Source: an optimization exercise on an open RTL-to-GDS flow (aim: small area). Production flows keep margins and buffers that such runs may drop.
In this exercise RTL edits were held to simulation tests only and were not proved equivalent to the original.
Power is estimated from default activity; no workload was simulated.

===== design/flow/design.v =====
`timescale 1ns / 1ps
module debouncer(
  clk, button,
  bounce_state
  );
  input clk;
  input button;
  output bounce_state;
  reg debounce_temp;
  reg [7:0] counter;
  reg sync_to_clk0;
  reg sync_to_clk1;
  always @ (posedge clk) begin
    sync_to_clk0 <= button;
  end
  always @ (posedge clk) begin
    sync_to_clk1 <= sync_to_clk0;
  end
  always @ (posedge clk) begin
  	if (debounce_temp == sync_to_clk1) begin
		counter <= 0;
	end
	else begin
		counter <= counter + 1'b1;
		if (counter == 8'hff) begin
	     		debounce_temp <= ~bounce_state;
		end
        end
  end
  assign bounce_state = debounce_temp;
endmodule
`timescale 1ns / 1ps
module clk_div(
    sys_clk, rst,
    onehz_clk, twohz_clk, fast_clk, blink_clk,
    onehz_rise, twohz_rise, fast_rise
    );
input sys_clk;
input rst;
output wire onehz_clk;
reg onehz_clk_temp;
output wire twohz_clk;
reg twohz_clk_temp;
output wire fast_clk;
reg fast_clk_temp;
output wire blink_clk;
reg blink_clk_temp;
output wire onehz_rise;
output wire twohz_rise;
output wire fast_rise;
reg [31:0] onehz_count;
reg [31:0] twohz_count;
reg [31:0] fasthz_count;
reg [31:0] blinkhz_count;
    always @ (posedge sys_clk) begin
        if (rst == 1'b1) begin
            onehz_count <= 32'b0;
            onehz_clk_temp <= 1'b0;
        end
        else if (onehz_count == 32'd1000 - 32'b1) begin
            onehz_count <= 32'b0;
            onehz_clk_temp <= ~onehz_clk;
        end
        else begin
            onehz_count <= onehz_count + 32'b1;
            onehz_clk_temp <= onehz_clk;
        end
    end
    always @ (posedge sys_clk) begin
        if (rst == 1'b1) begin
            twohz_count <= 32'b0;
            twohz_clk_temp <= 1'b0;
        end
        else if (twohz_count == 32'd500 - 32'b1) begin
            twohz_count <= 32'b0;
            twohz_clk_temp <= ~twohz_clk;
        end
        else begin
            twohz_count <= twohz_count + 32'b1;
            twohz_clk_temp <= twohz_clk;
        end
    end
    always @ (posedge sys_clk) begin
        if (rst == 1'b1) begin
            fasthz_count <= 32'b0;
            fast_clk_temp <= 1'b0;
        end
        else if (fasthz_count == 32'd25 - 32'b1) begin
            fasthz_count <= 32'b0;
            fast_clk_temp <= ~fast_clk;
        end
        else begin
            fasthz_count <= fasthz_count + 32'b1;
            fast_clk_temp <= fast_clk;
        end
    end
    always @ (posedge sys_clk) begin
        if (rst == 1'b1) begin
            blinkhz_count <= 32'b0;
            blink_clk_temp <= 1'b0;
        end
        else if (blinkhz_count == 32'd250 - 32'b1) begin
            blinkhz_count <= 32'b0;
            blink_clk_temp <= ~blink_clk;
        end
        else begin
            blinkhz_count <= blinkhz_count + 32'b1;
            blink_clk_temp <= blink_clk;
        end
    end
	 assign onehz_clk = onehz_clk_temp;
	 assign twohz_clk = twohz_clk_temp;
	 assign fast_clk = fast_clk_temp;
	 assign blink_clk = blink_clk_temp;
	 assign onehz_rise = ~rst & ~onehz_clk_temp & (onehz_count == 32'd1000 - 32'b1);
	 assign twohz_rise = ~rst & ~twohz_clk_temp & (twohz_count == 32'd500 - 32'b1);
	 assign fast_rise  = ~rst & ~fast_clk_temp  & (fasthz_count == 32'd25 - 32'b1);
endmodule
`timescale 1ns / 1ps
module sel_adj(
	adj, onehz_clk, twohz_clk,
	which_clk
    );
	input adj;
	input onehz_clk;
	input twohz_clk;
	output which_clk;
	reg which_clk_temp;
	always @ (*) begin
		if (adj) begin
			which_clk_temp = twohz_clk;
		end
		else begin
			which_clk_temp = onehz_clk;
		end
	end
	assign which_clk = which_clk_temp;
endmodule
`timescale 1ns / 1ps
module counter(
	clk, onehz_clk, twohz_clk, pause, rst, sel, adj,
	minutes, seconds
    );
	input clk;
	input onehz_clk;
	input twohz_clk;
	input pause;
	input rst;
	input sel;
	input adj;
	output [5:0] minutes;
	output [5:0] seconds;
	reg [5:0] minutes_temp;
	reg [5:0] seconds_temp;
	reg is_pause;
	reg pause_prev;
	wire tick;
   sel_adj adjust(.adj(adj), .onehz_clk(onehz_clk), .twohz_clk(twohz_clk), .which_clk(tick));
	always @ (posedge clk) begin
		if (rst) begin
			is_pause <= 1'b0;
			pause_prev <= pause;
		end
		else begin
			pause_prev <= pause;
			if (pause && !pause_prev) begin
				is_pause <= ~is_pause;
			end
		end
	end
	always @ (posedge clk) begin
		if (rst) begin
			minutes_temp <= 5'b0;
			seconds_temp <= 5'b0;
		end
		else if (tick) begin
		if (~is_pause) begin
			minutes_temp <= minutes;
			seconds_temp <= seconds;
			if (adj) begin
				if (sel) begin
					if (seconds_temp == 59) begin
						seconds_temp <= 5'b0;
					end
					else begin
						seconds_temp <= seconds_temp + 5'b1;
					end
				end
				else begin
					if (minutes_temp == 59) begin
						minutes_temp <= 5'b0;
					end
					else begin
						minutes_temp <= minutes_temp + 5'b1;
					end
				end
			end
			else begin
                if (minutes_temp == 59 && seconds_temp == 59) begin
                    minutes_temp <= 5'b0;
                    seconds_temp <= 5'b0;
                end
                else if (minutes_temp != 59 && seconds_temp == 59) begin
                    minutes_temp <= minutes_temp + 5'b1;
                    seconds_temp <= 5'b0;
                end
                else begin
                    seconds_temp <= seconds_temp + 5'b1;
                end
			end
		end
		end
	end
	assign minutes = minutes_temp;
	assign seconds = seconds_temp;
endmodule
`timescale 1ns / 1ps
module separate_digits(
	minutes, seconds,
	min_10s, min_1s, sec_10s, sec_1s
    );
	input [5:0] minutes;
	input [5:0] seconds;
	output [3:0] min_10s;
	output [3:0] min_1s;
	output [3:0] sec_10s;
	output [3:0] sec_1s;
	assign min_10s = minutes/10;
	assign sec_10s = seconds/10;
	assign min_1s = minutes - (10 * min_10s);
	assign sec_1s = seconds - (10 * sec_10s);
endmodule
`timescale 1ns / 1ps
module display(
	placeholder,
	cathode_vec
   );
	input [3:0] placeholder;
	output [6:0] cathode_vec;
	reg [6:0] cathode_vec_temp;
	always @ (*) begin
		case(placeholder)
			0: cathode_vec_temp = 7'b1000000; 
         1: cathode_vec_temp = 7'b1111001;
         2: cathode_vec_temp = 7'b0100100; 
         3: cathode_vec_temp = 7'b0110000; 
         4: cathode_vec_temp = 7'b0011001; 
         5: cathode_vec_temp = 7'b0010010; 
         6: cathode_vec_temp = 7'b0000010; 
         7: cathode_vec_temp = 7'b1111000; 
         8: cathode_vec_temp = 7'b0000000; 
         9: cathode_vec_temp = 7'b0010000; 
   default: cathode_vec_temp = 7'b1111111;
		endcase
	end
	assign cathode_vec = cathode_vec_temp;
endmodule
`timescale 1ns / 1ps
module final_display(
	clk, rst, fast_en, blink_clk, sel, adj, left_light, middleleft_light, middleright_light, right_light,
	cathode_vec, anode_vec
    );
	input clk;
	input rst;
	input fast_en;
   	input blink_clk;
	input sel;
	input adj;
	input [6:0] left_light;
	input [6:0] middleleft_light;
	input [6:0] middleright_light;
	input [6:0] right_light;
	output [6:0] cathode_vec;
	output [3:0] anode_vec;
	reg [1:0] switch_segment;
	reg [6:0] cathode_vec_temp;
	reg [3:0] anode_vec_temp;
	always @ (posedge clk) begin
		if (rst) begin
			switch_segment <= 2'b00;
			anode_vec_temp <= 4'b1111;
			cathode_vec_temp <= 7'b1111111;
		end
		else if (fast_en) begin
		if (switch_segment == 0) begin
			switch_segment <= switch_segment + 2'b1;
			anode_vec_temp <= 4'b0111;
			if (adj && !sel) begin
				if (blink_clk) begin
					cathode_vec_temp <= left_light;
				end
				else begin
					cathode_vec_temp <= 7'b1111111;
				end
			end
			else begin
				cathode_vec_temp <= left_light;
			end
		end
		else if (switch_segment == 1) begin
			switch_segment <= switch_segment + 2'b1;
			anode_vec_temp <= 4'b1011;
			if (adj && !sel) begin
				if (blink_clk) begin
					cathode_vec_temp <= middleleft_light;
				end
				else begin
					cathode_vec_temp <= 7'b1111111;
				end
			end
			else begin
				cathode_vec_temp <= middleleft_light;
			end
		end
		else if (switch_segment == 2) begin
			switch_segment <= switch_segment + 2'b1;
			anode_vec_temp <= 4'b1101;
			if (adj && sel) begin
				if (blink_clk) begin
					cathode_vec_temp <= middleright_light;
				end
				else begin
					cathode_vec_temp <= 7'b1111111;
				end
			end
			else begin
				cathode_vec_temp <= middleright_light;
			end
		end
		else if (switch_segment == 3) begin
			switch_segment <= 2'b0;
			anode_vec_temp <= 4'b1110;
			if (adj && sel) begin
				if (blink_clk) begin
					cathode_vec_temp <= right_light;
				end
				else begin
					cathode_vec_temp <= 7'b1111111;
				end
			end
			else begin
				cathode_vec_temp <= right_light;
			end
		end
		end
	end
	assign cathode_vec = cathode_vec_temp;
	assign anode_vec = anode_vec_temp;
endmodule
`timescale 1ns / 1ps
module top(
	sel, adj, rst, pause, clk,
	anode_vec, cathode_vec
    );
	input sel;
	input adj;
	input rst;
	input pause;
	input clk;
	output [3:0] anode_vec;
	output [6:0] cathode_vec;
	wire rst_db;
	wire pause_db;
	wire sel_db;
	wire adj_db;
	wire onehz_clk;
	wire twohz_clk;
	wire fast_clk;
	wire blink_clk;
	wire onehz_rise;
	wire twohz_rise;
	wire fast_rise;
	debouncer pause_db_func(.clk(clk), .button(pause), .bounce_state(pause_db));
	debouncer rst_db_func(.clk(clk), .button(rst), .bounce_state(rst_db));
	debouncer sel_db_func(.clk(clk), .button(sel), .bounce_state(sel_db));
	debouncer adj_db_func(.clk(clk), .button(adj), .bounce_state(adj_db));
	clk_div clock_divider(.sys_clk(clk), .rst(rst_db), .onehz_clk(onehz_clk), .twohz_clk(twohz_clk), .fast_clk(fast_clk), .blink_clk(blink_clk),
		.onehz_rise(onehz_rise), .twohz_rise(twohz_rise), .fast_rise(fast_rise));
	wire [5:0] minutes;
	wire [5:0] seconds;
	wire [3:0] min_10s;
	wire [3:0] min_1s;
	wire [3:0] sec_10s;
	wire [3:0] sec_1s;
	wire [6:0] cathode_vec0;
	wire [6:0] cathode_vec1;
	wire [6:0] cathode_vec2;
	wire [6:0] cathode_vec3;
	counter min_sec_counter(.clk(clk), .onehz_clk(onehz_rise), .twohz_clk(twohz_rise), .pause(pause_db), .rst(rst_db), .sel(sel_db), .adj(adj_db), .minutes(minutes), .seconds(seconds));
	separate_digits digits(.minutes(minutes), .seconds(seconds), .min_10s(min_10s), .min_1s(min_1s), .sec_10s(sec_10s), .sec_1s(sec_1s));
	display seven_seg_min10s(.placeholder(min_10s), .cathode_vec(cathode_vec0));
	display seven_seg_min1s(.placeholder(min_1s), .cathode_vec(cathode_vec1));
	display seven_seg_sec10s(.placeholder(sec_10s), .cathode_vec(cathode_vec2));
	display seven_seg_sec1s(.placeholder(sec_1s), .cathode_vec(cathode_vec3));
	final_display cathode_and_anode(.clk(clk), .rst(rst_db), .fast_en(fast_rise), .blink_clk(blink_clk), .sel(sel_db), .adj(adj_db), .left_light(cathode_vec0), .middleleft_light(cathode_vec1), .middleright_light(cathode_vec2), .right_light(cathode_vec3), .cathode_vec(cathode_vec), .anode_vec(anode_vec));
endmodule

===== design/flow/run.sh =====
#!/bin/bash
# synth_recipe.tcl (not shown) runs the flow's synth.tcl, then flattens the netlist and writes it again
# the make line also repeats each setting of config.mk as NAME=value (left out here)
make -C /OpenROAD-flow-scripts/flow DESIGN_CONFIG=/design/flow/config.mk WORK_HOME=/design/flow/orfs CLKGATE_MAP_FILE= SYNTH_SCRIPT=/design/flow/synth_recipe.tcl finish

===== design/flow/config.mk =====
export PLATFORM = sky130hd
export DESIGN_NAME = top
export DESIGN_NICKNAME = top
export VERILOG_FILES = /design/flow/design.v
export SDC_FILE = /design/flow/constraint.sdc
export NUM_CORES = 4
export LEC_CHECK = 0
export CAP_MARGIN = 20
export CORE_MARGIN = 2
export CORE_UTILIZATION = 40
export SLEW_MARGIN = 20

===== design/flow/constraint.sdc =====
create_clock -name core_clock -period 10.0 [get_ports {clk}]
set_input_delay 2.0000 -clock core_clock [delete_from_list [all_inputs] [get_ports {clk}]]
set_output_delay 2.0000 -clock core_clock [all_outputs]
set_load 0.01 [all_outputs]

==> run_results.csv <==
group,metric,value,unit
min_path,hp-class,"flop to flop",
sta,slew_headroom,0.456,
logic_synthesis,synth_area,10000,um2
setup_path,crit_chain,"nor2_1, inv_1, ha_1, and2b_1, nand2_1, a22oi_1, ha_1, nor3b_1, a211oi_2, a21oi_1, inv_1, ha_1, fa_1, nor3_2, nor2_2, a211o_2, and2_4, o31a_1, a221oi_1, o41ai_1",
sta,worst_pin_slew,0.810,ns
route,drc,0,
setup_path,end_kind,"flop",
clock_network,ctsHoldBuffers,0,
layout,final_nets,1237,
route,viasPerCell,5.07,
floorplanning,die-area,26400,um2
logic_synthesis,synth.top_cell.area_share,0.397,
setup_path,worstSetupPathType,"flop to flop",
grt,track_usage,0.151,
floorplanning,io_pins,16,
clock_network,ctsResizeCount,0,
sta,fmax,0.195,GHz
status,status,"timing/DRC/antenna clean",
clock_network,cts_max_path_buffers,3,
layout,drive_gt1_frac,0.0626,
clock_network,path_clk_slew,0.06,ns
sta,holdWs,0.324,ns
layout,fill_cells,2382,
setup_path,path_delay_family,"compound AO/OA/AOI/OAI gates",
placed_design,place_congestion,0.848,
setup_path,critPathRequiredTime,10.37,ns
placed_design,pre_cts_slack,4.88,ns
logic_synthesis,async_reset_ff_frac,0,
setup_path,crit_slowest_cell,"dfxtp_1",
power,peakVddDrop,102,uV
layout,area_growth,12.9,%
layout,multiInputGateArea,5590,um2
grt,grt_pass1_wl,34400,um
clock_network,cts_buffers,24,
power,power.density,186,nW/um2
logic_synthesis,avgSynthCellArea,8.59,um2
setup_path,path_max_fanout,14,
layout,final-seq-area,4100,um2
logic_synthesis,yosysTopAreaCell,"dfxtp_1",
clock_network,cts_htree_levels,1,
job,cap_viol_max_count,0,
logic_synthesis,syn_nets,1226,
logic_synthesis,yosysSeqAreaShare,0.409,
sta,slew_violations,0,
floorplanning,coreArea,24500,um2
sta,finalWorstPathRequiredPeriod,5.14,ns
grt,gr-total-overflow,0,
setup_path,crit_top_cell,"ha_1",
layout,post-route-util,0.463,
route,drtIter0Drc,499,
sta,setup_ws,4.86,ns
route,vias,7725,
sta,hold_viol_final,0,
layout,n_antenna_cell,0,
sta,setup_viol,0,
setup_path,arrival,5.51,ns
grt,grt_pass1_vias,7311,
placed_design,io_buffers,15,
grt,antenna_found_initial,0,
floorplanning,num_rows,57,
clock_network,post_cts_buffers,0,
floorplanning,die_h,162,um
logic_synthesis,synthCells,1170,
setup_path,cpPeakStageDelay,0.43,ns
sta,skew,0.00944,ns
power,power.leakage,4.39,nW
clock_network,clock_latency,0.51,ns
logic_synthesis,synth.distinct_cells,80,
power,power.total,2.10,mW
clock_network,cts_tree,"built",
clock_network,cts.sinks,203,
setup_path,start_kind,"flop",
logic_synthesis,synth_enable_flop_cells,4,
logic_synthesis,ys.flop_type,"dfxtp_1",
clock_network,cts_root_buf,"clkbuf_16",
logic_synthesis,ys_ff_latch,203,
route,wl_per_cell,12.6,um
sta,fin_tns_setup,0,ns
logic_synthesis,yosys-top-cells-area,"dfxtp_1, nor2_1, xor2_1",
route,postRouteAntennaNets,0,
route,finalWirelength,19200,um
logic_synthesis,ys_warn_count,6,
sta,grt_setup_unrepaired,"false",
floorplanning,initial_utilization,0.411,
setup_path,worst-path-buf-inv,2,
route,first_pass_iters,4,
grt,grt_max_degree,33,
placed_design,dp_hpwl,13300,um
sta,period_share,0.514,
floorplanning,fp.dieW,162,um
state kept, by name, summed over array words and instances (netlist names), 2 cells and up:
name / flops
clock_divider.blinkhz_count: 32
clock_divider.fasthz_count: 32
clock_divider.onehz_count: 32
clock_divider.twohz_count: 32
adj_db_func.counter: 8
pause_db_func.counter: 8
rst_db_func.counter: 8
sel_db_func.counter: 8
cathode_and_anode.cathode_vec_temp: 7
min_sec_counter.minutes_temp: 6
min_sec_counter.seconds_temp: 6
cathode_and_anode.anode_vec_temp: 4
cathode_and_anode.switch_segment: 2
worst paths after layout:
check	from	slack (ns)	to	cells past startpoint
setup / recovery	min_sec_counter.seconds_temp[3]	4.86	cathode_and_anode.cathode_vec_temp[3]	20
hold / removal	sel_db_func.sync_to_clk0	0.32	sel_db_func.sync_to_clk1	0
setup reg to reg	min_sec_counter.seconds_temp[3]	4.86	cathode_and_anode.cathode_vec_temp[3]	20
hold reg to reg	sel_db_func.sync_to_clk0	0.32	sel_db_func.sync_to_clk1	0
cell type report:
cell class / count / area share
multi-input combinational: 890 / 0.493
clock buffer: 36 / 0.0668
inverter: 44 / 0.0146
timing repair buffer: 18 / 0.0152
sequential: 203 / 0.362
clock inverter: 8 / 0.0126
tap: 324 / 0.0358
routing by layer:
layer	global-route usage	vias to the layer above	routed length [um]
li1	-	4060	-
met1	0.213	3531	9710
met2	0.238	99	8400
met3	0.0227	35	646
met4	0.0471	0	442
met5	0	-	0
metrics by stage:
| step | cells | area, um2 |
|---|---|---|
| floorplan | 1170 | 10000 |
| global placement | 1479 | 10400 |
| detailed placement | 1479 | 10400 |
| CTS | 1523 | 11300 |
| global route | 1523 | 11300 |
| finish | 1523 | 11300 |
Yosys cell counts, types with 22 or more instances:
master and n:
xor2_1 82, nand4_1 31, nor2_1 200, ha_1 49, o21ai_0 37, xnor2_1 55
nand2_1 92, and3_1 22, dfxtp_1 199, a21oi_1 43, inv_1 41, nor4_1 25
nand3_1 70
power breakdown:
group          switching (mW)  internal [mW]  leakage [nW]
Combinational           0.131          0.117          2.27
Clock                   0.331          0.623         0.444
Sequential             0.0418          0.860          1.67
cells by family after synthesis:
family | count (synthesis) | synth area share
DFF | 203 | 0.409
AOI/OAI and AO/OA | 148 | 0.0969
and+or+nand+nor | 547 | 0.267
xor gates and xnor gates | 137 | 0.119
buffers and inverters | 77 | 0.0356
adders and majority gates | 51 | 0.0650
muxes | 7 | 0.00698
placed cells by master, fill, tap and decap left out, types with 5 or more instances in the layout:
cell type / instances
nor2_1: 200
o21ai_0: 37
ha_1: 49
and4_1: 7
or3_1: 20
mux2i_1: 7
dfxtp_1: 199
xnor2_1: 55
a21oi_1: 43
nand3_1: 70
clkdlybuf4s50_1: 15
and3_1: 22
nand3b_1: 5
nor2b_1: 13
inv_1: 41
nand2_1: 92
o31ai_1: 7
nor4_1: 25
nor4b_1: 8
o211ai_1: 5
a211oi_1: 5
xor2_1: 82
nor3_1: 17
nand4_1: 31
clkbuf_8: 9
clkbuf_16: 25

## static timing again, ports no longer ideal
In the flow no input, the clock included, has a driving cell. The finished layout below was timed again as built, in two steps. Step 1 sets driving cells, clkbuf_16 on the clock port and buf_2 on the other inputs (assumed; they add their load-dependent delay and slew). Step 2, shift: input delay + t, output delay - t, t = (earliest + latest rising clock arrival at the registers) / 2. This alone moves slack from input paths to output paths. a / b / c = ideal ports / drivers / drivers and shift; a / b = the first two.
t (ns): 0.550
setup WS [ns]: 4.860 / 4.860 / 4.860
worst setup path after step 2: register to register
slew at the worst register clock pin (ns): 0.06 / 0.06
After both steps setup and hold are still met in this run. The setup slack of this run moves by 0.000 ns with the drivers and by 0.000 ns with both steps.
